From an optimization exercise on the open Yosys and OpenROAD flow, aimed at small area and a short achievable clock period; shortcuts taken in it are not production practice.
At most, simulation tests tie the RTL to the original design; equivalence was not proved.
For runs 9 and 10, only the layout was checked, not whether the RTL still works.

==> flow/design.v (outline; a module is shown in full before it is edited, if it fits) <==
// module full_adder: 10 lines
// module final_adder: 244 lines
// module fp32_unpacker: 20 lines
// module fp32_aligner: 18 lines
// module wallace_tree_8_inputs: 507 lines
// module fp32_normalizer_rounder: 471 lines
// module fp32_packer: 14 lines
// module fp32_adder_tree_8_inputs: 507 lines
module fp32_adder_tree_8_inputs (
    input wire clk,
    input wire rst_n,
    input wire [127:0] dvr_fp32addtree8to1_s0,
    input wire [127:0] dvr_fp32addtree8to1_s1,
    input wire [2:0] cru_fp32addtree8to1,
    output wire [127:0] dr_fp32addtree8to1_d
);
  // ...
==> flow/flow/run.sh <==
#!/bin/bash
# Layout flow: ORFS, with two changes to its synthesis script and a setup
# margin for timing repair.
#  - synthesis: Yosys's generic synth step runs without its quick ABC pass, so
#    the full adders written in the RTL reach extract_fa as written (no
#    inverters around them); the final ABC mapping uses flow/abc.script.
#  - layout: standard steps; repair_timing aims at SETUP_SLACK_MARGIN; the
#    port buffers are the platform's smallest buffer.
# Each tool's output goes to ORFS's own logs (orfs/logs/...); make's output to flow.log.
set -euo pipefail
HERE=$(pwd)
FL=$HERE/flow
source $FL/params.sh
sed -e 's#^source \$::env(SCRIPTS_DIR)/synth_preamble.tcl#&\nset abc_args [lreplace $abc_args 1 1 '"$FL"'/abc.script]#' \
    -e 's#synth -top \$::env(DESIGN_NAME) -run fine: {\*}\$synth_full_args#& -noabc#' \
    $FLOW_HOME/scripts/synth.tcl > $HERE/my_synth.tcl
grep -q -- '-noabc' $HERE/my_synth.tcl
grep -q 'abc.script\]' $HERE/my_synth.tcl
sed -e "s#source \$::env(SCRIPTS_DIR)/synth.tcl#source $HERE/my_synth.tcl#" synth_recipe.tcl > my_synth_recipe.tcl
grep -q my_synth.tcl my_synth_recipe.tcl
sed -e "s#SYNTH_SCRIPT=[^ ]*#SYNTH_SCRIPT=$HERE/my_synth_recipe.tcl#" standard.sh > my_standard.sh
grep -q my_synth_recipe.tcl my_standard.sh
export SETUP_SLACK_MARGIN=$MARGIN
# every port still gets a buffer, the smallest one
export BUFFER_PORTS_ARGS="${PORTBUF:--buffer_cell sky130_fd_sc_hd__buf_1}"
bash my_standard.sh finish > flow.log 2>&1
==> flow/flow/abc.script <==
strash
dch
map -B 0.9 -a
topo
mfs
strash
dch
map -B 0.9
topo
mfs
strash
dch
map -B 0.9
topo
stime -c
==> flow/flow/params.sh <==
MARGIN=42

==> flow/standard.sh <==
#!/bin/bash
# synth_recipe.tcl (not shown) runs the flow's synth.tcl, then flattens the netlist and writes it again
# the make line also repeats each setting of config.mk as NAME=value (left out here)
make -C /OpenROAD-flow-scripts/flow DESIGN_CONFIG=/design/flow/config.mk WORK_HOME=/design/flow/orfs CLKGATE_MAP_FILE= SYNTH_SCRIPT=/design/flow/synth_recipe.tcl "${@:-finish}"
==> flow/config.mk <==
export PLATFORM = sky130hd
export DESIGN_NAME = fp32_adder_tree_8_inputs
export DESIGN_NICKNAME = fp32_adder_tree_8_inputs
export VERILOG_FILES = /design/flow/design.v
export SDC_FILE = /design/flow/constraint.sdc
export NUM_CORES = 8
export LEC_CHECK = 0
export ABC_AREA = 1
export CAP_MARGIN = 20
export CORE_MARGIN = 2
export CORE_UTILIZATION = 40
export PLACE_DENSITY = 0.7
export SLEW_MARGIN = 20
==> flow/constraint.sdc <==
create_clock -name core_clock -period 64.0 [get_ports {clk}]
set_input_delay 12.8000 -clock core_clock [delete_from_list [all_inputs] [get_ports {clk}]]
set_output_delay 12.8000 -clock core_clock [all_outputs]
set_load 0.01 [all_outputs]
==> flow_metrics.tcl, run 1 <==
set metrics [dict create \
    cts_made_buffers 9 \
    grt_first_pass_wirelength_um 188000 \
    mostFrequentLayoutCells "nand2_1, o21ai_0, clkinv_1" \
    grt_antenna_before_repair 5 \
    vias_per_cell 5.56 \
    die_area_um2 78000 \
    inv_count 534 \
    drt_iter0_drc 3302 \
    path_max_fanout 14 \
    drive_gt1_frac 0.0570 \
    gp_congestion 1.09 \
    fin_util 0.462 \
    nNetsFinal 6187 \
    multi_input_area_share 0.785 \
    top_regs "row_a_q x36, row_b_q x35, emax_q x8" \
    whs_ns 12.18 \
    ys_seq_area_frac 0.0570 \
    yosys.area_share.simple 0.377 \
    synth_area_per_cell_um2 5.96 \
    cts.sinks 86 \
    slowest_stage "fa_1" \
    grtUsageMet1 0.386 \
    slew_violations 0 \
    drv_cap 0 \
    status "complete, no violations" \
]
==> inputs of run 2 (changes only) <==
==> flow/flow/params.sh (replaced) <==
MARGIN=42
export REMOVE_ABC_BUFFERS=1
--- a/flow/config.mk
+++ b/flow/config.mk
@@ -10,4 +10,3 @@
 export CORE_MARGIN = 2
 export CORE_UTILIZATION = 40
-export PLACE_DENSITY = 0.7
 export SLEW_MARGIN = 20
==> run 2 against run 1 <==
Still clean on timing, DRC and antenna. Via count is 1.4% lower. Utilization about the same. Die area did not move. Synthesized area is the same. Synthesized cell count stayed put. Critical path type unchanged. Critical endpoint is now row_a_q[1].
==> flow_metrics.tcl, run 2 <==
set metrics [dict create \
    status "complete, no violations" \
    mostFrequentLayoutCell "nand2_1" \
    worst_pin_slew_ns 1.03 \
    wl_met3_um 7320 \
    mostFrequentLayoutCells "nand2_1, o21ai_0, clkinv_1" \
    die_area_um2 78000 \
    top_regs "row_a_q x36, row_b_q x35, emax_q x8" \
    yosys-top-cells-count "nand2_1, o21ai_0, clkinv_1" \
    cp_slowest_stage_delay_ns 0.55 \
    finalSetupTns_ns 0 \
    instances_no_fill 6539 \
    crit_arrival_ns 21.77 \
    drt_pass1_iterations 6 \
    clock.fmax_mhz 46.5 \
    setup_viol_count_final 0 \
    top_register "row_a_q" \
    fp.dieH_um 279 \
    rows 100 \
    grt_start_max_net_pins 41 \
    critPathRequiredTime_ns 64.26 \
    wirelength_um 128000 \
    yosysWarnings 1 \
    cts.sinks 86 \
    yosysTopAreaCellShare 0.207 \
    grt_usage 0.315 \
    dp_hpwl_um 109000 \
    timing.final.ws_setup_ns 42.49 \
    critical_path_buf_inv_count 9 \
    cts_hold_buffers 0 \
    remaining_drc_errors 0 \
    cts_max_level 3 \
    ys.flop_type "dfxtp_1" \
    start_util 0.406 \
    wl_met2_um 59200 \
    clock_path_buffers 2 \
    crit_top_cell "clkinv_1" \
    ys_top_cells_by_area "nand2_1, fa_1, o21ai_0, xor2_1, clkinv_1" \
    vias 35800 \
    dp_slack_ns 40.02 \
    io_pins 389 \
    ys_types 43 \
    grt_antenna_before_repair 6 \
    drv_cap 0 \
    highest_layer "met5" \
    min_period_ns 21.51 \
    slew_headroom 0.311 \
    ys_seq_area_frac 0.0570 \
    cp-start-kind "primary input" \
    gp_congestion 1.02 \
    drive_gt1_frac 0.0548 \
    die_w_um 279 \
    avgRoutedWirePerCell_um 19.6 \
    synth_most_common_cell "nand2_1" \
    cts-root-buf "clkbuf_16" \
    crit_path_end_kind "flip-flop" \
    fin_crit_sh 0.336 \
    slowest_stage "o21ai_0" \
    vias_per_cell 5.48 \
    grt_first_pass_wirelength_um 191000 \
    largest_reg_flops 36 \
    rsz0062_at_grt "yes" \
    synth_edf_count 0 \
    synth_area_per_cell_um2 5.96 \
    nNetsFinal 6186 \
    wl_met1_um 55200 \
    ys_ff_latch 86 \
    crit_family "adder cells" \
    synth_area_um2 30300 \
    hold_violations 0 \
    cts_tree "done" \
    final.fill_count 8280 \
    synth_largest_area_cell "nand2_1" \
    cts.clk_slew.worst_paths_ns 0.07 \
    synthCells 5079 \
    dp.cells 6488 \
    antenna_left 0 \
    drt_iter0_drc 2937 \
    grt_pass1_vias 33200 \
    slew_violations 0 \
    portBuffers 388 \
    syn_to_final_growth_pct 13.7 \
    ys_async_sr_fraction 0.0116 \
    core-area_um2 74700 \
    worstSetupPathType "in -> reg" \
    cts_made_buffers 9 \
    hp-class "in -> async" \
    path_max_fanout 14 \
    grt-ovfl-total 0 \
]
run 2: cell counts after synthesis:
No cell type changed its count.
run 2: how the worst max path moves through the flow:
stage                                            from          to  slack, ns  depth (start not counted)
final                     dvr_fp32addtree8to1_s1[124]  row_a_q[1]      42.49                         45
after global routing       dvr_fp32addtree8to1_s1[46]  row_a_q[1]      41.90                         45
after CTS                  dvr_fp32addtree8to1_s1[40]  row_a_q[1]      41.97                         50
after detailed placement  dvr_fp32addtree8to1_s1[126]  row_a_q[1]      40.02                         42
after global placement    dvr_fp32addtree8to1_s1[126]  row_a_q[1]      40.01                         42
after floorplan           dvr_fp32addtree8to1_s1[125]  row_a_q[1]      41.74                         43
run 2: through the flow:
step	hold slack, ns	util	area, µm²
2_1_floorplan	12.50	-	30300
3_3_place_gp	12.56	0.447	33400
3_5_place_dp	12.57	0.447	33400
4_1_cts	12.15	0.453	33800
5_1_grt	12.17	0.461	34400
6_report	12.17	0.461	34500
run 2: cell families after synthesis:
family	share of synthesized area
and+or+nand+nor	0.377
adders and majority gates	0.204
muxes	0.0261
AOI/OAI and AO/OA	0.177
buffers and inverters	0.0657
xor gates and xnor gates	0.0934
DFF	0.0570
run 2: per-layer routing:
metal  track usage  up-vias
met5             0        -
met2         0.529     1251
met1         0.407    16400
met3        0.0310      249
met4         0.142        4
li1              -    17900
run 2: timing repair:
| item | in CTS | in global routing |
|---|---|---|
| gates resized for setup | 62 | 146 |
| cloned | 0 | 7 |
| setup buffers | 1 | 22 |
| endpoints found under the setup margin | 173 | 192 |
| pin swaps | 1 | 14 |
run 2: area by class of cell:
class                   instances  area [µm²]  share of cell area
multi-input cells            4466       27000               0.784
inverters                     530        2080              0.0605
repair buffers                463        2070              0.0602
flip-flops and latches         86        1730              0.0501
well taps                     969        1210              0.0352
clock buffers                   9         225             0.00654
clock inverters                 7        71.3             0.00207
repair inverters                4        22.5            0.000654
diodes                          5        12.5            0.000363
==> inputs of run 3 (changes only) <==
==> flow/flow/abc.script (replaced) <==
strash
dch
map -B 0.9 -a
topo
mfs
strash
dch
map -B 0.9 -D 9000
topo
mfs
strash
dch
map -B 0.9 -D 9000
topo
stime -c
==> flow/flow/params.sh (replaced) <==
MARGIN=42

==> run 3 against run 2 <==
Via count shrank 0.87%. First-iteration DRC count grew 3.7%. Cell area grew 1.2%. Largest cell class unchanged. Critical path depth grew 1.
==> flow_metrics.tcl, run 3 <==
set metrics [dict create \
    status "complete, no violations" \
    antenna_left 0 \
    io_pins 389 \
    grt_start_max_net_pins 41 \
    rows 100 \
    critPathRequiredTime_ns 64.23 \
    worstSetupPathType "in -> reg" \
    fp.dieH_um 277 \
    mostFrequentLayoutCell "nand2_1" \
    hp-class "in -> async" \
    cts.clk_slew.worst_paths_ns 0.09 \
    final.fill_count 8174 \
    synth_most_common_cell "nand2_1" \
    grt_antenna_before_repair 8 \
    cts_max_level 3 \
    top_regs "row_a_q x36, row_b_q x35, emax_q x8" \
    grt_usage 0.318 \
    gp_congestion 1.00 \
    remaining_drc_errors 0 \
    largest_reg_flops 36 \
    hold_violations 0 \
    avgRoutedWirePerCell_um 19.9 \
    slew_headroom 0.271 \
    multiInputGateArea_um2 27000 \
    setup_viol_count_final 0 \
    top_register "row_a_q" \
    syn-num-nets 5531 \
    ys_seq_area_frac 0.0579 \
    dp_hpwl_um 107000 \
    synth_area_per_cell_um2 6.08 \
    die_w_um 277 \
    slew_violations 0 \
    vias_per_cell 5.54 \
    synth_area_um2 29800 \
    yosysWarnings 1 \
    yosysTopAreaCellShare 0.189 \
    crit_path_end_kind "flip-flop" \
    worst_pin_slew_ns 1.09 \
    min_period_ns 21.82 \
    nNetsFinal 6065 \
    die_area_um2 76800 \
    core-area_um2 74100 \
    clock_path_buffers 2 \
    cts_made_buffers 9 \
    mostFrequentLayoutCells "nand2_1, o21ai_0, clkinv_1" \
    cp_slowest_stage_delay_ns 0.64 \
    cts_tree "done" \
    drt_pass1_iterations 7 \
    highest_layer "met5" \
    wirelength_um 128000 \
    whs_ns 12.17 \
    wl_met2_um 59400 \
    wl_met1_um 55200 \
    fin_crit_sh 0.341 \
    crit_top_cell "o21ai_0" \
    finalSetupTns_ns 0 \
    ys_async_sr_fraction 0.0116 \
    cts-root-buf "clkbuf_16" \
    slowest_stage "or4_2" \
    yosys-top-cells-count "nand2_1, o21ai_0, clkinv_1" \
    rsz0062_at_grt "yes" \
    drt_iter0_drc 3046 \
    ys_types 45 \
    synth_edf_count 0 \
    ys.flop_type "dfxtp_1" \
    crit_arrival_ns 22.05 \
    path_max_fanout 31 \
    syn_to_final_growth_pct 17.0 \
    ys_ff_latch 86 \
    seqCellArea_um2 1730 \
    cp-start-kind "primary input" \
    grt_first_pass_wirelength_um 192000 \
    start_util 0.403 \
    synthCells 4905 \
    cts.sinks 86 \
    synth_largest_area_cell "nand2_1" \
    fin_util 0.471 \
    clock.fmax_mhz 45.8 \
    drive_gt1_frac 0.0799 \
    vias 35500 \
    wl_met3_um 7070 \
    portBuffers 388 \
    drv_cap 0 \
    grt-ovfl-total 0 \
    ys_top_cells_by_area "nand2_1, fa_1, o21ai_0, xor2_1, clkinv_1" \
    grt_pass1_vias 32700 \
]
run 3: cell types whose count changed in the layout (fill, tap and decap cells not counted), moves of 12 or more:
| cell | previous run | this run |
|---|---|---|
| buf_1 | 383 | 369 |
| nand3_1 | 376 | 305 |
| nand2_1 | 1642 | 1480 |
| buf_2 | 0 | 13 |
| o21ai_2 | 8 | 21 |
| buf_4 | 66 | 103 |
| clkinv_1 | 491 | 463 |
| a21oi_1 | 77 | 91 |
| nor2_1 | 439 | 410 |
| o21ai_0 | 621 | 643 |
| nand3b_1 | 21 | 9 |
run 3: per-stage QoR:
stage          setup slack [ns]  cell area (µm²)  instances
6_report                  42.18            34900       6415
5_1_grt                   41.82            34900       6414
4_1_cts                   42.02            33700       6341
3_5_place_dp              39.29            32900       6308
3_3_place_gp              39.00            32900       6308
2_1_floorplan             42.00            29900       4905
run 3: worst max path at each step:
stage / from / end / slack, ns / cells after the start
floorplan: dvr_fp32addtree8to1_s1[46] / row_a_q[1] / 42.00 / 52
global placement: dvr_fp32addtree8to1_s1[104] / row_a_q[1] / 39.00 / 51
detailed placement: dvr_fp32addtree8to1_s1[40] / row_a_q[1] / 39.29 / 54
CTS: dvr_fp32addtree8to1_s1[46] / row_a_q[1] / 42.02 / 54
global route: dvr_fp32addtree8to1_s1[10] / row_a_q[1] / 41.82 / 54
finish: dvr_fp32addtree8to1_s1[10] / row_a_q[1] / 42.18 / 46
run 3: layer usage:
layer / vias up / GRT usage
met5: - / 0
met2: 1287 / 0.546
met1: 16400 / 0.413
li1: 17600 / -
met3: 240 / 0.0271
met4: 6 / 0.125
run 3: cells by family (layout without fill, tap and decap cells):
group,after synthesis,after routing,synth area share
buf+inv,514,1045,0.0647
fa+ha+maj,365,365,0.208
flops,86,86,0.0579
other cells,0,2,0
xor+xnor,341,344,0.100
mux,84,84,0.0282
compound gates,1028,1030,0.196
simple gates,2487,2490,0.346
run 3: worst max-delay path, delay by kind of cell:
family / cells / cell delay (ns)
AOI/OAI and AO/OA: 17 / 2.98
adders and majority gates: 5 / 2.01
and+or+nand+nor: 15 / 2.62
buffers and inverters: 8 / 1.29
xor gates and xnor gates: 1 / 0.35
run 3: area by class of cell:
cell class | count | share of cell area
clock buffers | 9 | 0.00646
multi-input cells | 4313 | 0.775
flip-flops and latches | 86 | 0.0495
inverters | 514 | 0.0591
diodes | 2 | 0.000143
repair buffers | 509 | 0.0719
well taps | 969 | 0.0348
repair inverters | 6 | 0.00122
clock inverters | 7 | 0.00208
run 3: timing repair:
item,4_1_cts,5_1_grt
endpoints found under the setup margin,192,192
gates resized for setup,116,207
cloned,3,12
endpoints found under the hold margin,0,0
buffers inserted,14,58
pin swaps,13,36
hold buffers,0,0
==> inputs of run 4 (changes only) <==
==> flow/flow/abc.script (replaced) <==
strash
dch
map -B 0.9 -a
topo
mfs
strash
dch
map -B 0.9 -D 10000
topo
mfs
strash
dch
map -B 0.9 -D 10000
topo
stime -c
==> run 4 against run 3 <==
Still clean. Cell count shrank 1.1%. Non-clock buffer count up 58. Highest routed layer unchanged.
==> flow_metrics.tcl, run 4 <==
set metrics [dict create \
    grt_pass1_vias 32000 \
    core-area_um2 73000 \
    cp_slowest_stage_delay_ns 0.73 \
    yosysTopAreaCellShare 0.182 \
    fin_util 0.488 \
    crit_arrival_ns 22.07 \
    ys_types 46 \
    top_regs "row_a_q x36, row_b_q x35, emax_q x8" \
    crit_path_end_kind "flip-flop" \
    path_max_fanout 6 \
    synthCells 4788 \
    cts.clk_slew.worst_paths_ns 0.09 \
    portBuffers 388 \
    ys_top_cells_by_area "nand2_1, fa_1, o21ai_0, xor2_1, ha_1" \
    fp.dieH_um 275 \
    postPlaceCellArea_um2 32600 \
    mostFrequentLayoutCells "nand2_1, o21ai_0, clkinv_1" \
    hold_violations 0 \
    ys_ff_latch 86 \
    drv_cap 0 \
    cts_hold_buffers 0 \
    worstSetupPathType "in -> reg" \
    final_cell_area_um2 35600 \
    final.fill_count 7901 \
    yosysWarnings 1 \
    syn_to_final_growth_pct 20.8 \
    dp_hpwl_um 108000 \
    gp_congestion 1.04 \
    drt_iter0_drc 2814 \
    vias_per_cell 5.55 \
    remaining_drc_errors 0 \
    ys.flop_type "dfxtp_1" \
    vias 35200 \
    clock.fmax_mhz 45.8 \
    syn-num-nets 5414 \
    grt_antenna_before_repair 10 \
    drive_gt1_frac 0.110 \
    antenna_cells 0 \
    mostFrequentLayoutCell "nand2_1" \
    synth_area_um2 29500 \
    antenna_left 0 \
    hp-class "in -> async" \
    startpoint "dvr_fp32addtree8to1_s1[122]" \
    synth_area_per_cell_um2 6.15 \
    grt_start_max_net_pins 43 \
    grt-ovfl-total 0 \
    start_util 0.404 \
    clock_path_buffers 2 \
    min_period_ns 21.83 \
    die_area_um2 75800 \
    critical_path_buf_inv_count 9 \
    cts.sinks 86 \
    ys_seq_area_frac 0.0586 \
    rsz0062_at_grt "yes" \
    slowest_stage "fa_2" \
    slew_headroom 0.261 \
    cts_made_buffers 9 \
    ys_async_sr_fraction 0.0116 \
    setup_viol_count_final 0 \
    io_pins 389 \
    fin_crit_sh 0.341 \
    wirelength_um 129000 \
    top_register "row_a_q" \
    die_w_um 275 \
    whs_ns 12.17 \
    synth_most_common_cell "nand2_1" \
    cts_tree "done" \
    worst_pin_slew_ns 1.10 \
    drt_pass1_iterations 5 \
    finalSetupTns_ns 0 \
    cts-root-buf "clkbuf_16" \
    synth_largest_area_cell "nand2_1" \
    yosys-top-cells-count "nand2_1, o21ai_0, clkinv_1" \
    grt_usage 0.323 \
    status "complete, no violations" \
    critPathRequiredTime_ns 64.24 \
    slew_violations 0 \
    crit_family "compound AO/OA/AOI/OAI gates" \
    rows 99 \
    nNetsFinal 6005 \
    avgRoutedWirePerCell_um 20.4 \
    largest_reg_flops 36 \
    cts_max_level 3 \
    synth_edf_count 0 \
    crit_top_cell "o21ai_1" \
    cp-start-kind "primary input" \
    grt_first_pass_wirelength_um 188000 \
]
-- run 4: cell count changes after synthesis, sizes merged, moves of 22 or more --
cell,delta
xor2,+25
nand4,+23
nand3,-80
nand2,-76
o21ai,+22
clkinv,-33
-- run 4: per-layer routing --
metal,GRT usage,share of wire,up-vias
met5,0,0.00051,-
met4,0.124,0.047,10
met3,0.0323,0.057,252
met2,0.557,0.48,1248
met1,0.415,0.42,16400
li1,-,-,17300
-- run 4: worst paths after layout --
check | to | cells after the start
worst max-delay path | row_a_q[1] | 48
max in group asynchronous | valid_q | 1
worst min-delay path | valid_q | 1
min in group core_clock | seg_q[1] | 1
-- run 4: kinds of logic (layout without fill, tap and decap cells) --
logic type,count (synthesis),after routing,share of synthesized area
xor+xnor,372,376,0.111
compound gates,1039,1041,0.200
buf+inv,481,1069,0.0613
flops,86,86,0.0586
mux,80,80,0.0272
simple gates,2365,2367,0.333
fa+ha+maj,365,365,0.210
-- run 4: per-stage QoR --
step	instances	setup slack, ns
after floorplan	4788	42.00
after global placement	6181	39.28
after detailed placement	6181	39.16
after CTS	6239	41.96
after global routing	6343	41.65
final	6343	42.17
-- run 4: what timing repair did --
item                       CTS  global route
resized for setup          151           380
cloned                       7             8
pin swaps                   24            95
setup buffers               35            96
setup endpoints to repair  192           192
-- run 4: final cells by class --
| class | count | area [µm²] | share of cell area |
|---|---|---|---|
| clock buffer | 9 | 225 | 0.00633 |
| clock inverter | 7 | 77.6 | 0.00218 |
| inverter | 481 | 1950 | 0.0547 |
| multi-input combinational | 4229 | 27300 | 0.768 |
| sequential | 86 | 1730 | 0.0485 |
| tap | 959 | 1200 | 0.0337 |
| timing repair buffer | 567 | 3040 | 0.0856 |
| timing repair inverter | 5 | 37.5 | 0.00106 |
==> inputs of run 5 (changes only) <==
==> flow/flow/abc.script (replaced) <==
strash
dch
map -B 0.9 -a
topo
mfs
strash
dch
map -B 0.9 -D 12000
topo
mfs
strash
dch
map -B 0.9 -D 12000
topo
stime -c
==> run 5 against run 4 <==
Utilization is 5.0 points higher. Flip-flop and latch count stayed put. First-iteration DRC count is 30% higher. Critical endpoint unchanged.
==> flow_metrics.tcl, run 5 <==
set metrics [dict create \
    ys.flop_type "dfxtp_1" \
    antenna_left 0 \
    syn-num-nets 5280 \
    dp_slack_ns 39.46 \
    nNetsFinal 5967 \
    die_w_um 273 \
    remaining_drc_errors 0 \
    synthCells 4654 \
    whs_ns 12.19 \
    drt_pass1_iterations 6 \
    drive_gt1_frac 0.192 \
    hold_violations 0 \
    fp.dieH_um 273 \
    timing.final.ws_setup_ns 41.99 \
    synth_most_common_cell "nand2_1" \
    path_max_fanout 15 \
    synth_area_per_cell_um2 6.21 \
    grt_pass1_vias 31700 \
    synth_area_um2 28900 \
    worstSetupPathType "in -> reg" \
    core-area_um2 71500 \
    grt_start_max_net_pins 45 \
    slowest_stage "fa_1" \
    grt_antenna_before_repair 5 \
    min_period_ns 22.01 \
    io_pins 389 \
    startpoint "dvr_fp32addtree8to1_s1[90]" \
    cts_max_level 3 \
    fin_util 0.538 \
    ys_async_sr_fraction 0.0116 \
    portBuffers 388 \
    cts.sinks 86 \
    status "complete, no violations" \
    cp-start-kind "primary input" \
    clock.fmax_mhz 45.4 \
    crit_path_end_kind "flip-flop" \
    yosysTopAreaCellShare 0.176 \
    top_regs "row_a_q x36, row_b_q x35, emax_q x8" \
    grt_usage 0.331 \
    mostFrequentLayoutCells "nand2_1, o21ai_0, clkinv_1" \
    cp_slowest_stage_delay_ns 0.55 \
    mostFrequentLayoutCell "nand2_1" \
    rows 98 \
    synth_edf_count 0 \
    syn_to_final_growth_pct 33.0 \
    largest_reg_flops 36 \
    crit_top_cell "o221ai_1" \
    worst_pin_slew_ns 1.37 \
    crit_arrival_ns 22.26 \
    ys_types 44 \
    ys_seq_area_frac 0.0597 \
    cts_tree "done" \
    critPathRequiredTime_ns 64.25 \
    ys_top_cells_by_area "nand2_1, fa_1, o21ai_0, xor2_1, ha_1" \
    dp_hpwl_um 107000 \
    drv_cap 0 \
    cts-root-buf "clkbuf_16" \
    drt_iter0_drc 3655 \
    synth_largest_area_cell "nand2_1" \
    start_util 0.404 \
    grt_first_pass_wirelength_um 190000 \
    yosysWarnings 1 \
    finalSetupTns_ns 0 \
    die_area_um2 74400 \
    top_register "row_a_q" \
    grt_use_met2 0.544 \
    yosys-top-cells-count "nand2_1, o21ai_0, clkinv_1" \
    grtUsageMet1 0.437 \
    grtUsageMet3 0.0506 \
    setup_viol_count_final 0 \
    vias_per_cell 5.66 \
    cts_hold_buffers 0 \
    top_usage_layer "met2" \
    gp_congestion 1.07 \
    rsz0062_at_grt "yes" \
    clock_path_buffers 2 \
    cts.clk_slew.worst_paths_ns 0.07 \
    slew_headroom 0.0785 \
    grt-ovfl-total 0 \
    wirelength_um 132000 \
    ys_ff_latch 86 \
    vias 35600 \
    slew_violations 0 \
    cts_made_buffers 9 \
    hp-class "in -> async" \
    fin_crit_sh 0.344 \
    avgRoutedWirePerCell_um 21.0 \
]
==> run 5: changes by cell type after synthesis, moves of 9 or more <==
cell,delta
clkinv_1,-10
o21ai_0,+45
a21oi_1,+19
nand3_1,-84
nand2_1,-74
nand4_1,-20
nor2_1,-14
o21bai_1,-9
==> run 5: per-stage QoR <==
step	cells	instance area, µm²
5_1_grt	6296	38400
2_1_floorplan	4654	29100
4_1_cts	6135	34000
3_5_place_dp	6027	32000
6_report	6298	38400
3_3_place_gp	6027	32000
==> run 5: worst paths after layout <==
check | slack, ns | endpoint
max in group asynchronous | 51.71 | valid_q
hold / removal | 12.19 | valid_q
min in group core_clock | 12.52 | seg_q[1]
setup / recovery | 41.99 | row_a_q[1]
==> run 5: timing repair <==
item                                    in CTS  in global routing
cloned                                      14                 16
pin swaps                                   50                190
endpoints found under the setup margin     192                192
setup buffers                               78                145
hold endpoints to repair                     0                  0
resized for setup                          247                906
==> run 5: layout make-up <==
| type | instances | area (µm²) |
|---|---|---|
| clock buffers | 9 | 225 |
| diodes | 2 | 5.00 |
| repair buffers | 652 | 3990 |
| clock inverters | 7 | 73.8 |
| well taps | 950 | 1190 |
| flip-flops and latches | 86 | 1730 |
| repair inverters | 7 | 42.5 |
| inverters | 471 | 2040 |
| multi-input cells | 4114 | 29100 |
| fillers | 7286 | 33100 |
==> run 5: layer usage <==
metal  vias to the layer above  share of wire
li1                      17100              -
met1                     16700           0.41
met2                      1570           0.46
met3                       310          0.081
met4                         2          0.046
met5                         -       0.000083
==> run 5: kinds of logic (layout without fill, tap and decap cells) <==
logic type,Yosys count,in the layout,share of synthesized area
AND/OR/NAND/NOR,2161,2175,0.306
AO/OA/AOI/OAI,1120,1120,0.219
buffers and inverters,471,1146,0.0612
XOR/XNOR,369,372,0.112
adder cells (fa/ha/maj),365,365,0.214
flip-flops,86,86,0.0597
multiplexers,82,82,0.0284
other,0,2,0
==> run 5: critical path: cells and delay by family <==
kind / cells / cell delay [ns]
XOR/XNOR: 1 / 0.28
adder cells (fa/ha/maj): 5 / 2.05
AND/OR/NAND/NOR: 16 / 2.75
AO/OA/AOI/OAI: 23 / 3.63
buffers and inverters: 7 / 0.75
==> inputs of run 6 (changes only) <==
==> flow/flow/abc.script (replaced) <==
strash
dch
map -B 0.9 -a
topo
mfs
strash
dch
map -B 0.9
topo
mfs
strash
dch
map -B 0.9
topo
stime -c
==> flow/flow/params.sh (replaced) <==
MARGIN=42
export SKIP_CTS_REPAIR_TIMING=1
==> run 6 against run 5 <==
Sequential share of layout area grew 0.49 points. Routed wire length fell by 2.7%. Via count grew 2.3%. Synthesized area grew 4.8%. Cell count grew 4.1%. Non-clock buffer count shrank 180. Die area grew 4.7%. Largest cell class unchanged. Utilization decreased by 7.4 points. Fmax grew 2.6%.
==> flow_metrics.tcl, run 6 <==
set metrics [dict create \
    status "complete, no violations" \
    antenna_cells 0 \
    rows 100 \
    slowest_stage "fa_2" \
    slew_violations 0 \
    drv_cap 0 \
    wirelength_um 129000 \
    crit_arrival_ns 21.78 \
    cp_slowest_stage_delay_ns 0.78 \
    gp_congestion 1.05 \
    die_area_um2 78000 \
    fin_crit_sh 0.335 \
    clock.fmax_mhz 46.6 \
    seqCellArea_um2 1730 \
    synth_area_um2 30300 \
    crit_path_end_kind "flip-flop" \
    vias 36500 \
    yosysWarnings 1 \
    synth_edf_count 0 \
    mostFrequentLayoutCell "nand2_1" \
    largest_reg_flops 36 \
    final.fill_count 8320 \
    die_w_um 279 \
    critical_path_buf_inv_count 6 \
    io_pins 389 \
    syn_to_final_growth_pct 14.3 \
    ys_async_sr_fraction 0.0116 \
    grt_start_max_net_pins 41 \
    crit_top_cell "nand2_1" \
    dp_hpwl_um 109000 \
    ys_seq_area_frac 0.0570 \
    synthCells 5079 \
    cts_max_level 3 \
    nNetsFinal 6206 \
    cts.sinks 86 \
    ys_ff_latch 86 \
    timing.final.ws_setup_ns 42.54 \
    top_regs "row_a_q x36, row_b_q x35, emax_q x8" \
    grt-ovfl-total 0 \
    worst_pin_slew_ns 1.09 \
    portBuffers 388 \
    cts-root-buf "clkbuf_16" \
    start_util 0.406 \
    grt_first_pass_wirelength_um 192000 \
    top_register "row_a_q" \
    mostFrequentLayoutCells "nand2_1, o21ai_0, clkinv_1" \
    dp_slack_ns 39.85 \
    antenna_left 0 \
    yosysTopAreaCellShare 0.207 \
    syn-num-nets 5705 \
    remaining_drc_errors 0 \
    grt_antenna_before_repair 8 \
    crit_family "simple AND/OR/NAND/NOR gates" \
    cts_tree "done" \
    ys_top_cells_by_area "nand2_1, fa_1, o21ai_0, xor2_1, clkinv_1" \
    synth_most_common_cell "nand2_1" \
    slew_headroom 0.267 \
    grt_usage 0.314 \
    ys_types 43 \
    critPathRequiredTime_ns 64.32 \
    vias_per_cell 5.56 \
    drt_pass1_iterations 6 \
    synth_largest_area_cell "nand2_1" \
    cts_made_buffers 9 \
    whs_ns 12.18 \
    hp-class "in -> async" \
    cts.clk_slew.worst_paths_ns 0.07 \
    hold_violations 0 \
    min_period_ns 21.46 \
    fp.dieH_um 279 \
    synth_area_per_cell_um2 5.96 \
    drive_gt1_frac 0.0609 \
    finalSetupTns_ns 0 \
    rsz0062_at_grt "yes" \
    worstSetupPathType "in -> reg" \
    setup_viol_count_final 0 \
    yosys-top-cells-count "nand2_1, o21ai_0, clkinv_1" \
    core-area_um2 74700 \
    path_max_fanout 11 \
    grt_pass1_vias 33400 \
    cp-start-kind "primary input" \
    ys.flop_type "dfxtp_1" \
    clock_path_buffers 2 \
    drt_iter0_drc 3143 \
    avgRoutedWirePerCell_um 19.6 \
    multiInputGateArea_um2 27000 \
]
## run 6: cell types whose count changed after synthesis, sizes merged, moves of 15 or more
cell | before | now
nand2 | 1354 | 1667
nand3 | 145 | 377
o21ai | 773 | 660
clkinv | 471 | 530
nor2 | 420 | 457
xor2 | 323 | 292
a21oi | 102 | 77
nand3b | 4 | 21
xnor2 | 46 | 31
## run 6: routing by layer
metal	vias up	wire (µm)	global-route usage
met5	-	43	0
met4	6	5580	0.127
met3	231	8110	0.0351
met2	1301	60800	0.535
met1	17000	54100	0.404
li1	18000	-	-
## run 6: logic make-up (layout without fill, tap and decap cells)
kind of cell | after synthesis | in the layout | synth area share
simple gates | 2753 | 2757 | 0.377
fa+ha+maj | 365 | 365 | 0.204
mux | 79 | 79 | 0.0261
compound gates | 943 | 943 | 0.177
flops | 86 | 86 | 0.0570
xor+xnor | 323 | 323 | 0.0934
buf+inv | 530 | 1032 | 0.0657
## run 6: metrics by stage
| stage | instances | utilization | instance area (µm²) |
|---|---|---|---|
| floorplan | 5079 | - | 30300 |
| global placement | 6483 | 0.447 | 33400 |
| detailed placement | 6483 | 0.447 | 33400 |
| CTS | 6499 | 0.451 | 33700 |
| global route | 6554 | 0.464 | 34600 |
| finish | 6554 | 0.464 | 34600 |
## run 6: layout make-up
| type | count | share of cell area |
|---|---|---|
| Clock inverter | 7 | 0.00217 |
| Inverter | 530 | 0.0607 |
| Tap cell | 969 | 0.0350 |
| Timing Repair inverter | 14 | 0.00246 |
| Multi-Input combinational cell | 4467 | 0.780 |
| Clock buffer | 9 | 0.00650 |
| Timing Repair Buffer | 472 | 0.0629 |
| Sequential cell | 86 | 0.0499 |
## run 6: final timing paths
kind,startpoint,endpoint,slack (ns),cells past startpoint
min in group core_clock,cru_fp32addtree8to1[1],seg_q[1],12.52,1
max in group asynchronous,rst_n,valid_q,51.72,1
setup / recovery,dvr_fp32addtree8to1_s1[40],row_a_q[1],42.54,49
hold / removal,rst_n,valid_q,12.18,1
==> inputs of run 7 (changes only) <==
==> flow/flow/params.sh (replaced) <==
MARGIN=42

--- a/flow/config.mk
+++ b/flow/config.mk
@@ -9,4 +9,4 @@
 export CAP_MARGIN = 20
 export CORE_MARGIN = 2
-export CORE_UTILIZATION = 40
+export CORE_UTILIZATION = 50
 export SLEW_MARGIN = 20
==> run 7 against run 6 <==
Die area shrank 20%. Routed wire length shrank 0.14%. Critical path depth shrank 7. Largest cell class unchanged.
==> flow_metrics.tcl, run 7 <==
set metrics [dict create \
    nNetsFinal 6182 \
    yosysWarnings 1 \
    gp_congestion 1.08 \
    top_regs "row_a_q x36, row_b_q x35, emax_q x8" \
    top_register "row_a_q" \
    synth_most_common_cell "nand2_1" \
    drive_gt1_frac 0.0516 \
    min_period_ns 21.52 \
    worst_pin_slew_ns 0.976 \
    slew_violations 0 \
    ys_ff_latch 86 \
    grt_start_max_net_pins 41 \
    yosys-top-cells-count "nand2_1, o21ai_0, clkinv_1" \
    drv_cap 0 \
    status "complete, no violations" \
    fin_crit_sh 0.336 \
    vias 36800 \
    core-area_um2 60100 \
    grt_pass1_vias 32600 \
    hp-class "in -> async" \
    slew_headroom 0.347 \
    synth_largest_area_cell "nand2_1" \
    cp_slowest_stage_delay_ns 0.57 \
    ys.flop_type "dfxtp_1" \
    setup_viol_count_final 0 \
    vias_per_cell 5.79 \
    drt_pass1_iterations 6 \
    final_cell_area_um2 34100 \
    synth_area_um2 30300 \
    fp.dieH_um 250 \
    syn-num-nets 5705 \
    rsz0062_at_grt "yes" \
    cp-start-kind "primary input" \
    cts_made_buffers 9 \
    postPlaceCellArea_um2 33200 \
    clock.fmax_mhz 46.5 \
    die_area_um2 62600 \
    dp_hpwl_um 110000 \
    startpoint "dvr_fp32addtree8to1_s1[125]" \
    ys_async_sr_fraction 0.0116 \
    syn_to_final_growth_pct 12.6 \
    rows 90 \
    grt-ovfl-total 0 \
    largest_reg_flops 36 \
    ys_seq_area_frac 0.0570 \
    mostFrequentLayoutCell "nand2_1" \
    slowest_stage "fa_1" \
    cts.clk_slew.worst_paths_ns 0.08 \
    antenna_left 0 \
    synth_edf_count 0 \
    ys_top_cells_by_area "nand2_1, fa_1, o21ai_0, xor2_1, clkinv_1" \
    dp_slack_ns 40.12 \
    grt_antenna_before_repair 15 \
    path_max_fanout 28 \
    mostFrequentLayoutCells "nand2_1, o21ai_0, clkinv_1" \
    crit_arrival_ns 21.78 \
    finalSetupTns_ns 0 \
    cts-root-buf "clkbuf_16" \
    ys_types 43 \
    crit_path_end_kind "flip-flop" \
    worstSetupPathType "in -> reg" \
    avgRoutedWirePerCell_um 20.2 \
    grt_usage 0.393 \
    cts_hold_buffers 0 \
    clock_path_buffers 2 \
    instances_no_fill 6354 \
    drt_iter0_drc 3758 \
    critPathRequiredTime_ns 64.26 \
    timing.final.ws_setup_ns 42.48 \
    yosysTopAreaCellShare 0.207 \
    die_w_um 250 \
    hold_violations 0 \
    dp.cells 6301 \
    cts_max_level 3 \
    cts_tree "done" \
    synth_area_per_cell_um2 5.96 \
    portBuffers 388 \
    synthCells 5079 \
    grt_first_pass_wirelength_um 191000 \
    cts.sinks 86 \
    io_pins 389 \
    wirelength_um 129000 \
    start_util 0.504 \
    remaining_drc_errors 0 \
]
## run 7: cell counts after synthesis
No cell type changed its count.
## run 7: kinds of logic (layout without fill, tap and decap cells)
kind of cell | count (synthesis) | after routing | share of synthesized area
simple gates | 2753 | 2757 | 0.377
compound gates | 943 | 943 | 0.177
buf+inv | 530 | 1008 | 0.0657
fa+ha+maj | 365 | 365 | 0.204
xor+xnor | 323 | 323 | 0.0934
flops | 86 | 86 | 0.0570
mux | 79 | 79 | 0.0261
other cells | 0 | 11 | 0
## run 7: path summary, 6_finish.rpt
kind,end,slack (ns),depth (start not counted)
setup / recovery,row_a_q[13],42.48,42
max in group asynchronous,valid_q,51.74,1
hold / removal,valid_q,12.16,1
min in group core_clock,seg_q[1],12.50,1
## run 7: what timing repair did
item | CTS | global route
cloned | 0 | 5
setup buffers | 2 | 19
endpoints found under the hold margin | 0 | 0
endpoints found under the setup margin | 192 | 192
gates resized for setup | 60 | 108
pin swaps | 2 | 9
## run 7: final cells by class
cell class / count / area (µm²)
repair inverters: 1 / 5.00
multi-input cells: 4467 / 26900
clock buffers: 9 / 225
repair buffers: 461 / 2040
well taps: 782 / 978
clock inverters: 7 / 73.8
inverters: 530 / 2090
flip-flops and latches: 86 / 1730
fillers: 6424 / 26000
diodes: 11 / 27.5
## run 7: metrics by stage
step / hold WS [ns] / util
final: 12.16 / 0.567
after global routing: 12.16 / 0.567
after CTS: 12.15 / 0.559
after detailed placement: 12.57 / 0.552
after global placement: 12.56 / 0.552
after floorplan: 12.50 / -
## run 7: worst max-delay path, delay by kind of cell
kind	cells	cell delay, ns
adder cells (fa/ha/maj)	6	2.87
AND/OR/NAND/NOR	14	1.90
AO/OA/AOI/OAI	13	2.60
XOR/XNOR	1	0.30
buffers and inverters	8	1.27
## run 7: per-layer routing
metal,global-route usage,wire length [µm],vias up
met3,0.0560,10700,293
met4,0.188,6930,6
met5,0,41,-
met2,0.634,57500,1661
met1,0.516,53300,16900
li1,-,-,17900
==> inputs of run 8 (changes only) <==
--- a/flow/config.mk
+++ b/flow/config.mk
@@ -9,4 +9,5 @@
 export CAP_MARGIN = 20
 export CORE_MARGIN = 2
-export CORE_UTILIZATION = 50
+export CORE_UTILIZATION = 40
+export CTS_BUF_LIST = sky130_fd_sc_hd__clkbuf_4 sky130_fd_sc_hd__clkbuf_8
 export SLEW_MARGIN = 20
==> run 8 against run 7 <==
Still clean on timing, DRC and antenna. Critical path depth is the same. Fmax about the same. Non-clock buffer count shrank 2. Cell count rose by 2.8%. Sequential share of layout area about the same. Highest routed layer unchanged.
==> flow_metrics.tcl, run 8 <==
set metrics [dict create \
    wirelength_um 128000 \
    cts.clk_slew.worst_paths_ns 0.10 \
    grt_usage 0.315 \
    drt_pass1_iterations 8 \
    grt_start_max_net_pins 41 \
    grt_pass1_vias 33400 \
    io_pins 389 \
    setup_viol_count_final 0 \
    vias 36200 \
    start_util 0.406 \
    die_area_um2 78000 \
    syn_to_final_growth_pct 13.3 \
    ys_ff_latch 86 \
    timing.final.ws_setup_ns 42.48 \
    cts_made_buffers 9 \
    mostFrequentLayoutCell "nand2_1" \
    rows 100 \
    grt_antenna_before_repair 10 \
    avgRoutedWirePerCell_um 19.5 \
    cts.sinks 86 \
    top_regs "row_a_q x36, row_b_q x35, emax_q x8" \
    grt-ovfl-total 0 \
    worst_pin_slew_ns 1.09 \
    crit_arrival_ns 21.88 \
    clock_path_buffers 2 \
    portBuffers 388 \
    slew_headroom 0.263 \
    cts_max_level 3 \
    mostFrequentLayoutCells "nand2_1, o21ai_0, clkinv_1" \
    yosysTopAreaCellShare 0.207 \
    drv_cap 0 \
    yosys-top-cells-count "nand2_1, o21ai_0, clkinv_1" \
    synth_most_common_cell "nand2_1" \
    fin_crit_sh 0.336 \
    dp_hpwl_um 109000 \
    nNetsFinal 6181 \
    cp_slowest_stage_delay_ns 0.54 \
    worstSetupPathType "in -> reg" \
    hp-class "in -> async" \
    vias_per_cell 5.54 \
    min_period_ns 21.52 \
    remaining_drc_errors 0 \
    whs_ns 12.14 \
    top_register "row_a_q" \
    crit_top_cell "nand2_1" \
    antenna_left 0 \
    status "complete, no violations" \
    critPathRequiredTime_ns 64.35 \
    path_max_fanout 29 \
    ys_seq_area_frac 0.0570 \
    fin_util 0.460 \
    ys_top_cells_by_area "nand2_1, fa_1, o21ai_0, xor2_1, clkinv_1" \
    die_w_um 279 \
    crit_path_end_kind "flip-flop" \
    syn-num-nets 5705 \
    ys_types 43 \
    cts_hold_buffers 0 \
    drive_gt1_frac 0.0532 \
    ys.flop_type "dfxtp_1" \
    synth_edf_count 0 \
    cp-start-kind "primary input" \
    drt_iter0_drc 3073 \
    cts-root-buf "clkbuf_8" \
    fp.dieH_um 279 \
    final.fill_count 8330 \
    synthCells 5079 \
    slowest_stage "fa_1" \
    ys_async_sr_fraction 0.0116 \
    cts_tree "done" \
    yosysWarnings 1 \
    gp_congestion 1.05 \
    synth_largest_area_cell "nand2_1" \
    synth_area_um2 30300 \
    core-area_um2 74700 \
    finalSetupTns_ns 0 \
    clock.fmax_mhz 46.5 \
    rsz0062_at_grt "no" \
    slew_violations 0 \
    largest_reg_flops 36 \
    dp_slack_ns 39.85 \
    hold_violations 0 \
    synth_area_per_cell_um2 5.96 \
    grt_first_pass_wirelength_um 192000 \
]
-- run 8: cell counts after synthesis --
No cell type changed its count.
-- run 8: cell type report --
class | instances | area [µm²] | share of cell area
Multi-Input combinational cell | 4466 | 27000 | 0.787
Inverter | 530 | 2080 | 0.0605
Timing Repair Buffer | 459 | 2060 | 0.0600
Sequential cell | 86 | 1730 | 0.0503
Tap cell | 969 | 1210 | 0.0353
Clock buffer | 9 | 124 | 0.00361
Clock inverter | 7 | 75.1 | 0.00219
Timing Repair inverter | 3 | 17.5 | 0.000510
Antenna cell | 2 | 5.00 | 0.000146
-- run 8: kinds of logic after synthesis --
logic type	share of synthesized area
buffers and inverters	0.0657
flip-flops	0.0570
AO/OA/AOI/OAI	0.177
multiplexers	0.0261
AND/OR/NAND/NOR	0.377
adder cells (fa/ha/maj)	0.204
XOR/XNOR	0.0934
-- run 8: layer usage --
metal | wire length, µm | GRT usage
met5 | 46 | 0
met4 | 5990 | 0.133
met3 | 8200 | 0.0419
met2 | 59800 | 0.534
met1 | 53600 | 0.400
-- run 8: worst paths after layout --
path / from / to / slack (ns) / cells after the start
min in group core_clock: cru_fp32addtree8to1[1] / seg_q[1] / 12.48 / 1
max in group asynchronous: rst_n / valid_q / 51.76 / 1
hold / removal: rst_n / valid_q / 12.14 / 1
setup / recovery: dvr_fp32addtree8to1_s1[73] / row_a_q[3] / 42.48 / 42
-- run 8: what timing repair did --
item / CTS / global route
pin swaps: 2 / 14
endpoints found under the setup margin: 192 / 192
cloned: 0 / 6
setup buffers: 2 / 20
gates resized for setup: 70 / 126
-- run 8: worst max-delay path: cells and delay by family --
family	cells	cell delay [ns]
xor gates and xnor gates	1	0.40
AOI/OAI and AO/OA	11	1.74
adders and majority gates	5	2.59
and+or+nand+nor	18	3.04
buffers and inverters	7	1.28
-- run 8: per-stage QoR --
step	instance area, µm²	instances
2_1_floorplan	30300	5079
3_3_place_gp	33400	6483
3_5_place_dp	33400	6483
4_1_cts	33700	6501
5_1_grt	34300	6530
6_report	34300	6531
==> module fp32_aligner, before the edit <==
module fp32_aligner (
    input  wire        sign,
    input  wire        hidden,
    input  wire [22:0] mantissa,
    input  wire [7:0]  diff,         
    output wire [31:0] aligned
);
    wire [31:0] ext = {hidden, mantissa, 8'b0};
    wire big = |diff[7:5];
    wire [31:0] s1 = diff[0] ? {1'b0,  ext[31:1]}  : ext;
    wire [31:0] s2 = diff[1] ? {2'b0,  s1[31:2]}   : s1;
    wire [31:0] s3 = diff[2] ? {4'b0,  s2[31:4]}   : s2;
    wire [31:0] s4 = diff[3] ? {8'b0,  s3[31:8]}   : s3;
    wire [31:0] s5 = diff[4] ? {16'b0, s4[31:16]}  : s4;
    wire sticky = (diff[3] & |s3[7:1]) | (diff[4] & |s4[15:0]) | (big & (hidden | |mantissa));
    wire [31:0] sh = big ? 32'b0 : s5;
    assign aligned = {sh[31:1], sh[0] | sticky} ^ {32{sign}};
endmodule
==> inputs of run 9 (changes only) <==
--- a/flow/design.v
+++ b/flow/design.v
@@ -286,8 +286,11 @@
     wire [31:0] s3 = diff[2] ? {4'b0,  s2[31:4]}   : s2;
     wire [31:0] s4 = diff[3] ? {8'b0,  s3[31:8]}   : s3;
-    wire [31:0] s5 = diff[4] ? {16'b0, s4[31:16]}  : s4;
     wire sticky = (diff[3] & |s3[7:1]) | (diff[4] & |s4[15:0]) | (big & (hidden | |mantissa));
-    wire [31:0] sh = big ? 32'b0 : s5;
-    assign aligned = {sh[31:1], sh[0] | sticky} ^ {32{sign}};
+    wire [31:0] s4x = s4 ^ {32{sign}};
+    wire hi_out = big | diff[4];
+    wire [31:0] s5;
+    assign s5[31:16] = hi_out ? {16{sign}} : s4x[31:16];
+    assign s5[15:0] = big ? {16{sign}} : (diff[4] ? s4x[31:16] : s4x[15:0]);
+    assign aligned = {s5[31:1], sticky ? ~sign : s5[0]};
 endmodule
 module wallace_tree_8_inputs (
==> flow/flow/abc.script (replaced) <==
strash
dch
map -B 0.9
topo
mfs
strash
dch
map -B 0.9
topo
mfs
strash
dch
map -B 0.9
topo
stime -c
==> flow/flow/params.sh (replaced) <==
MARGIN=43

--- a/flow/config.mk
+++ b/flow/config.mk
@@ -10,4 +10,3 @@
 export CORE_MARGIN = 2
 export CORE_UTILIZATION = 40
-export CTS_BUF_LIST = sky130_fd_sc_hd__clkbuf_4 sky130_fd_sc_hd__clkbuf_8
 export SLEW_MARGIN = 20
==> run 9 against run 8 <==
Sequential share of layout area fell by 0.49 points. Synthesized cell count rose by 7.6%. Flip-flop and latch count did not move. Cell count rose by 8.4%. Die area rose by 4.5%. Worst setup slack improved by 0.68 ns. Cell area rose by 11%. Non-clock buffer count rose by 76. Count of clock-buffer cells in the layout rose by 1. Fmax rose by 3.3%. First-iteration DRC count rose by 25%. Critical path type unchanged.
==> flow_metrics.tcl, run 9 <==
set metrics [dict create \
    vias_per_cell 5.63 \
    min_period_ns 20.84 \
    mostFrequentLayoutCell "nand2_1" \
    synth_area_um2 31700 \
    hold_violations 0 \
    ys.flop_type "dfxtp_1" \
    instances_no_fill 7081 \
    whs_ns 12.18 \
    fp.dieH_um 285 \
    status "complete, no violations" \
    rsz0062_at_grt "yes" \
    synth_edf_count 0 \
    top_register "row_a_q" \
    multiInputGateArea_um2 29400 \
    path_max_fanout 13 \
    ys_async_sr_fraction 0.0116 \
    yosys-top-cells-count "nand2_1, o21ai_0, clkinv_1" \
    yosysWarnings 1 \
    ys_ff_latch 86 \
    die_area_um2 81400 \
    slew_violations 0 \
    cp-start-kind "primary input" \
    synth_most_common_cell "nand2_1" \
    synth_largest_area_cell "nand2_1" \
    cts_made_buffers 9 \
    grt_usage 0.327 \
    fin_crit_sh 0.326 \
    critical_path.endpoint "row_a_q[1]" \
    vias 39900 \
    syn_to_final_growth_pct 20.2 \
    synthCells 5466 \
    mostFrequentLayoutCells "nand2_1, o21ai_0, clkinv_1" \
    crit_path_end_kind "flip-flop" \
    drive_gt1_frac 0.0998 \
    core-area_um2 78700 \
    clock_path_buffers 2 \
    worst_pin_slew_ns 1.04 \
    gp_congestion 1.07 \
    wirelength_um 142000 \
    antenna_cells 0 \
    cts_tree "done" \
    grt_antenna_before_repair 3 \
    start_util 0.402 \
    syn-num-nets 6092 \
    drt_pass1_iterations 6 \
    slew_headroom 0.303 \
    drv_cap 0 \
    rows 103 \
    slowest_stage "fa_2" \
    cts-root-buf "clkbuf_16" \
    final.fill_count 8472 \
    dp_hpwl_um 116000 \
    startpoint "dvr_fp32addtree8to1_s1[123]" \
    yosysTopAreaCellShare 0.212 \
    hp-class "in -> async" \
    worstSetupPathType "in -> reg" \
    dp.cells 6931 \
    setup_viol_count_final 0 \
    die_w_um 285 \
    cts.sinks 86 \
    grt_first_pass_wirelength_um 209000 \
    finalSetupTns_ns 0 \
    ys_types 41 \
    grt_start_max_net_pins 42 \
    portBuffers 388 \
    avgRoutedWirePerCell_um 20.0 \
    synth_area_per_cell_um2 5.79 \
    ys_seq_area_frac 0.0545 \
    grt-ovfl-total 0 \
    critPathRequiredTime_ns 64.24 \
    cts_max_level 3 \
    crit_arrival_ns 21.09 \
    nNetsFinal 6652 \
    cp_slowest_stage_delay_ns 0.74 \
    cts.clk_slew.worst_paths_ns 0.07 \
    grt_pass1_vias 35300 \
    clock.fmax_mhz 48.0 \
    remaining_drc_errors 0 \
    ys_top_cells_by_area "nand2_1, fa_1, o21ai_0, clkinv_1, xor2_1" \
    drt_iter0_drc 3839 \
    top_regs "row_a_q x36, row_b_q x35, emax_q x8" \
    seqCellArea_um2 1730 \
    io_pins 389 \
    antenna_left 0 \
    largest_reg_flops 36 \
    crit_top_cell "nand2_2" \
]
run 9: cell types whose count changed after synthesis, moves of 15 or more:
cell,delta
xor2_1,-32
nor2_1,+31
mux2i_1,-19
nor3_1,+15
a22o_2,-35
nand3_1,+31
clkinv_1,+82
o21ai_0,+112
nand2_1,+124
a31oi_1,+27
a22oi_1,-43
a21oi_1,+35
o221ai_1,+51
o211ai_1,+30
run 9: critical path: cells and delay by family:
| family | cells | cell delay (ns) |
|---|---|---|
| buffers and inverters | 9 | 1.38 |
| AOI/OAI and AO/OA | 8 | 1.52 |
| xor gates and xnor gates | 1 | 0.26 |
| adders and majority gates | 6 | 2.60 |
| muxes | 1 | 0.25 |
| and+or+nand+nor | 18 | 2.21 |
run 9: cell type report:
| cell class | instances | area share |
|---|---|---|
| multi-input cells | 4780 | 0.772 |
| inverters | 612 | 0.0655 |
| clock buffers | 10 | 0.00628 |
| repair inverters | 2 | 0.000395 |
| clock inverters | 6 | 0.00197 |
| flip-flops and latches | 86 | 0.0454 |
| well taps | 1050 | 0.0345 |
| repair buffers | 535 | 0.0736 |
run 9: routing by layer:
layer | up-vias | share of wire | wire length (µm) | track usage
li1 | 19500 | - | - | -
met1 | 18300 | 0.42 | 59100 | 0.427
met2 | 1699 | 0.46 | 65300 | 0.546
met3 | 337 | 0.065 | 9270 | 0.0280
met4 | 4 | 0.056 | 7950 | 0.151
met5 | - | 0.00019 | 27 | 0
run 9: kinds of logic (layout without fill, tap and decap cells):
| logic type | Yosys count | after routing | share of synthesized area |
|---|---|---|---|
| AO/OA/AOI/OAI | 1133 | 1133 | 0.200 |
| XOR/XNOR | 281 | 284 | 0.0777 |
| adder cells (fa/ha/maj) | 365 | 365 | 0.195 |
| buffers and inverters | 612 | 1165 | 0.0725 |
| flip-flops | 86 | 86 | 0.0545 |
| multiplexers | 60 | 60 | 0.0190 |
| AND/OR/NAND/NOR | 2929 | 2938 | 0.381 |
run 9: worst min-delay path by stage:
| stage | end | slack, ns | cells past startpoint |
|---|---|---|---|
| after floorplan | valid_q | 12.50 | 0 |
| after global placement | valid_q | 12.56 | 1 |
| after detailed placement | valid_q | 12.57 | 1 |
| after CTS | valid_q | 12.17 | 1 |
| after global routing | valid_q | 12.17 | 1 |
| final | valid_q | 12.18 | 1 |
run 9: timing repair:
action,in CTS,in global routing
endpoints found under the setup margin,192,192
setup buffers,41,78
pin swaps,35,98
hold endpoints to repair,0,0
cloned,10,5
gates resized for setup,254,417
hold buffers,0,0
run 9: per-stage QoR:
step / cell area, µm² / setup WS [ns] / utilization
after floorplan: 31800 / 43.00 / -
after global placement: 34800 / 40.08 / 0.442
after detailed placement: 34800 / 39.92 / 0.442
after CTS: 36300 / 42.98 / 0.461
after global routing: 38000 / 42.84 / 0.483
final: 38000 / 43.16 / 0.483
==> inputs of run 10 (changes only) <==
==> flow/flow/params.sh (replaced) <==
MARGIN=42.5

==> run 10 against run 9 <==
Still clean. Fmax shrank 1.4%. Worst setup slack lost 0.30 ns. Utilization shrank 2.0 points. Synthesized area is the same. First-iteration DRC count shrank 6.4%. Hold slack gained 0.022 ns. Via count shrank 2.5%. Cell count shrank 0.78%. Routed wire length shrank 2.7%. Critical path type unchanged. Largest cell class unchanged. Highest routed layer unchanged.
==> flow_metrics.tcl, run 10 <==
set metrics [dict create \
    status "complete, no violations" \
    yosysTopAreaCellShare 0.212 \
    critPathRequiredTime_ns 64.24 \
    slew_headroom 0.324 \
    rows 103 \
    cts_tree "done" \
    syn-num-nets 6092 \
    largest_reg_flops 36 \
    synthCells 5466 \
    setup_viol_count_final 0 \
    grtUsageMet3 0.0306 \
    vias_per_cell 5.54 \
    grt_start_max_net_pins 42 \
    fp.dieH_um 285 \
    cts.sinks 86 \
    synthXorXnorAreaFrac 0.0777 \
    critical_path_buf_inv_count 6 \
    synth_most_common_cell "nand2_1" \
    die_w_um 285 \
    nNetsFinal 6597 \
    crit_path_end_kind "flip-flop" \
    postPlaceCellArea_um2 34900 \
    antenna_cells 0 \
    min_period_ns 21.14 \
    drive_gt1_frac 0.0602 \
    drt_pass1_iterations 8 \
    cts_made_buffers 9 \
    ys_top_cells_by_area "nand2_1, fa_1, o21ai_0, clkinv_1, xor2_1" \
    cp_slowest_stage_delay_ns 0.62 \
    hp-class "in -> async" \
    start_util 0.402 \
    ys_seq_area_frac 0.0545 \
    synthMuxAreaShare 0.0190 \
    yosys-top-cells-count "nand2_1, o21ai_0, clkinv_1" \
    synth_largest_area_cell "nand2_1" \
    ys.flop_type "dfxtp_1" \
    grt-ovfl-total 0 \
    cp-start-kind "primary input" \
    vias 38900 \
    synth_area_per_cell_um2 5.79 \
    wirelength_um 138000 \
    yosysWarnings 1 \
    grt_usage 0.322 \
    path_max_fanout 24 \
    synth_top_family_by_area "simple AND/OR/NAND/NOR gates" \
    synth_compound_area_frac 0.200 \
    synth_edf_count 0 \
    drt_iter0_drc 3594 \
    final_cell_area_um2 36500 \
    grt_use_met2 0.549 \
    dp_slack_ns 39.91 \
    dp_hpwl_um 116000 \
    antenna_left 0 \
    synth_fa_ha_area_frac 0.195 \
    worstSetupPathType "in -> reg" \
    gp_congestion 1.04 \
    ys_ff_latch 86 \
    slowest_stage "o31ai_1" \
    remaining_drc_errors 0 \
    top_regs "row_a_q x36, row_b_q x35, emax_q x8" \
    fin_crit_sh 0.330 \
    mostFrequentLayoutCells "nand2_1, o21ai_0, clkinv_1" \
    crit_family "compound AO/OA/AOI/OAI gates" \
    synth_area_um2 31700 \
    top_register "row_a_q" \
    dp.cells 6948 \
    clock_path_buffers 2 \
    avgRoutedWirePerCell_um 19.6 \
    final.fill_count 8749 \
    rsz0062_at_grt "yes" \
    crit_arrival_ns 21.38 \
    clock.fmax_mhz 47.3 \
    worst_pin_slew_ns 1.00 \
    cts-root-buf "clkbuf_16" \
    grtUsageMet1 0.417 \
    mostFrequentLayoutCell "nand2_1" \
    ys_types 41 \
    crit_top_cell "nand2_1" \
    ys_async_sr_fraction 0.0116 \
    instances_no_fill 7026 \
    syn_to_final_growth_pct 15.3 \
    top_usage_layer "met2" \
    hold_violations 0 \
    drv_cap 0 \
    portBuffers 388 \
    timing.final.ws_setup_ns 42.86 \
    grt_pass1_vias 35300 \
    io_pins 389 \
    grt_antenna_before_repair 8 \
    cts.clk_slew.worst_paths_ns 0.08 \
    finalSetupTns_ns 0 \
    cts_max_level 3 \
    core-area_um2 78700 \
    grt_first_pass_wirelength_um 206000 \
    die_area_um2 81400 \
    slew_violations 0 \
    yosys.area_share.simple 0.381 \
]
[run 10: area by class of cell]
cell class / instances / area, µm² / area share
multi-input cells: 4776 / 28400 / 0.778
clock buffers: 9 / 225 / 0.00617
clock inverters: 7 / 73.8 / 0.00202
well taps: 1050 / 1310 / 0.0360
inverters: 612 / 2460 / 0.0674
repair buffers: 481 / 2280 / 0.0625
flip-flops and latches: 86 / 1730 / 0.0473
repair inverters: 5 / 27.5 / 0.000754
[run 10: timing repair]
action | 4_1_cts | 5_1_grt
endpoints found under the setup margin | 192 | 192
hold buffers | 0 | 0
gates cloned | 0 | 13
endpoints found under the hold margin | 0 | 0
gates resized for setup | 123 | 213
pin swaps | 8 | 27
buffers inserted | 10 | 39
[run 10: logic make-up (layout without fill, tap and decap cells)]
| logic type | count (synthesis) | in the layout |
|---|---|---|
| multiplexers | 60 | 60 |
| AND/OR/NAND/NOR | 2929 | 2936 |
| adder cells (fa/ha/maj) | 365 | 365 |
| flip-flops | 86 | 86 |
| buffers and inverters | 612 | 1114 |
| XOR/XNOR | 281 | 282 |
| AO/OA/AOI/OAI | 1133 | 1133 |
[run 10: metrics by stage]
step | utilization | hold slack [ns]
after floorplan | - | 12.50
after global placement | 0.443 | 12.56
after detailed placement | 0.443 | 12.58
after CTS | 0.452 | 12.18
after global routing | 0.464 | 12.19
final | 0.464 | 12.20
[run 10: path summary, 6_finish.rpt]
path / startpoint / end / cells after the start
worst max-delay path: dvr_fp32addtree8to1_s1[43] / row_a_q[6] / 42
worst min-delay path: rst_n / valid_q / 1
max in group asynchronous: rst_n / valid_q / 1
min in group core_clock: cru_fp32addtree8to1[0] / seg_q[0] / 1
[run 10: layer usage]
layer,up-vias,share of wire
met5,-,0.00039
met4,8,0.048
met3,268,0.060
met2,1464,0.47
met1,17800,0.42
li1,19400,-

port drivers added, routing unchanged:
Ports are ideal in the flow. The routed layouts listed here were re-timed in OpenROAD.
Step 1, drivers: a clkbuf_16 drives clk and a buf_2 each remaining input, both assumed.
Step 2 also shifts input and output timing later by t, the mid clock arrival at the registers, as if the neighbouring blocks saw the same clock.
Slacks: no drivers / after step 1 / after step 2; pairs: no drivers / after step 1.
run	t, ns	slack for setup (ns)	worst setup path after step 2	worst register clock-pin slew, ns	pins driven straight from the clock port
run 1	0.424	42.445 / 42.477 / 42.053	input to register	0.09 / 0.09	1
run 2	0.435	42.490 / 42.516 / 42.080	input to register	0.10 / 0.10	1
run 3	0.415	42.182 / 42.210 / 41.795	input to register	0.09 / 0.09	1
run 4	0.408	42.168 / 42.172 / 41.764	input to register	0.09 / 0.09	1
run 5	0.430	41.989 / 42.017 / 41.587	input to register	0.08 / 0.08	1
run 6	0.419	42.537 / 42.563 / 42.144	input to register	0.08 / 0.08	1
run 7	0.431	42.479 / 42.514 / 42.083	input to register	0.08 / 0.08	1
run 8	0.452	42.476 / 42.501 / 42.049	input to register	0.12 / 0.12	1
run 9	0.419	43.156 / 43.170 / 42.751	input to register	0.08 / 0.08	1
run 10	0.423	42.860 / 42.884 / 42.460	input to register	0.08 / 0.08	1
After both steps every run listed still meets setup and hold. For run 8, which loses most, drivers alone change the setup slack by +0.025 ns; drivers and shift together by -0.427 ns.
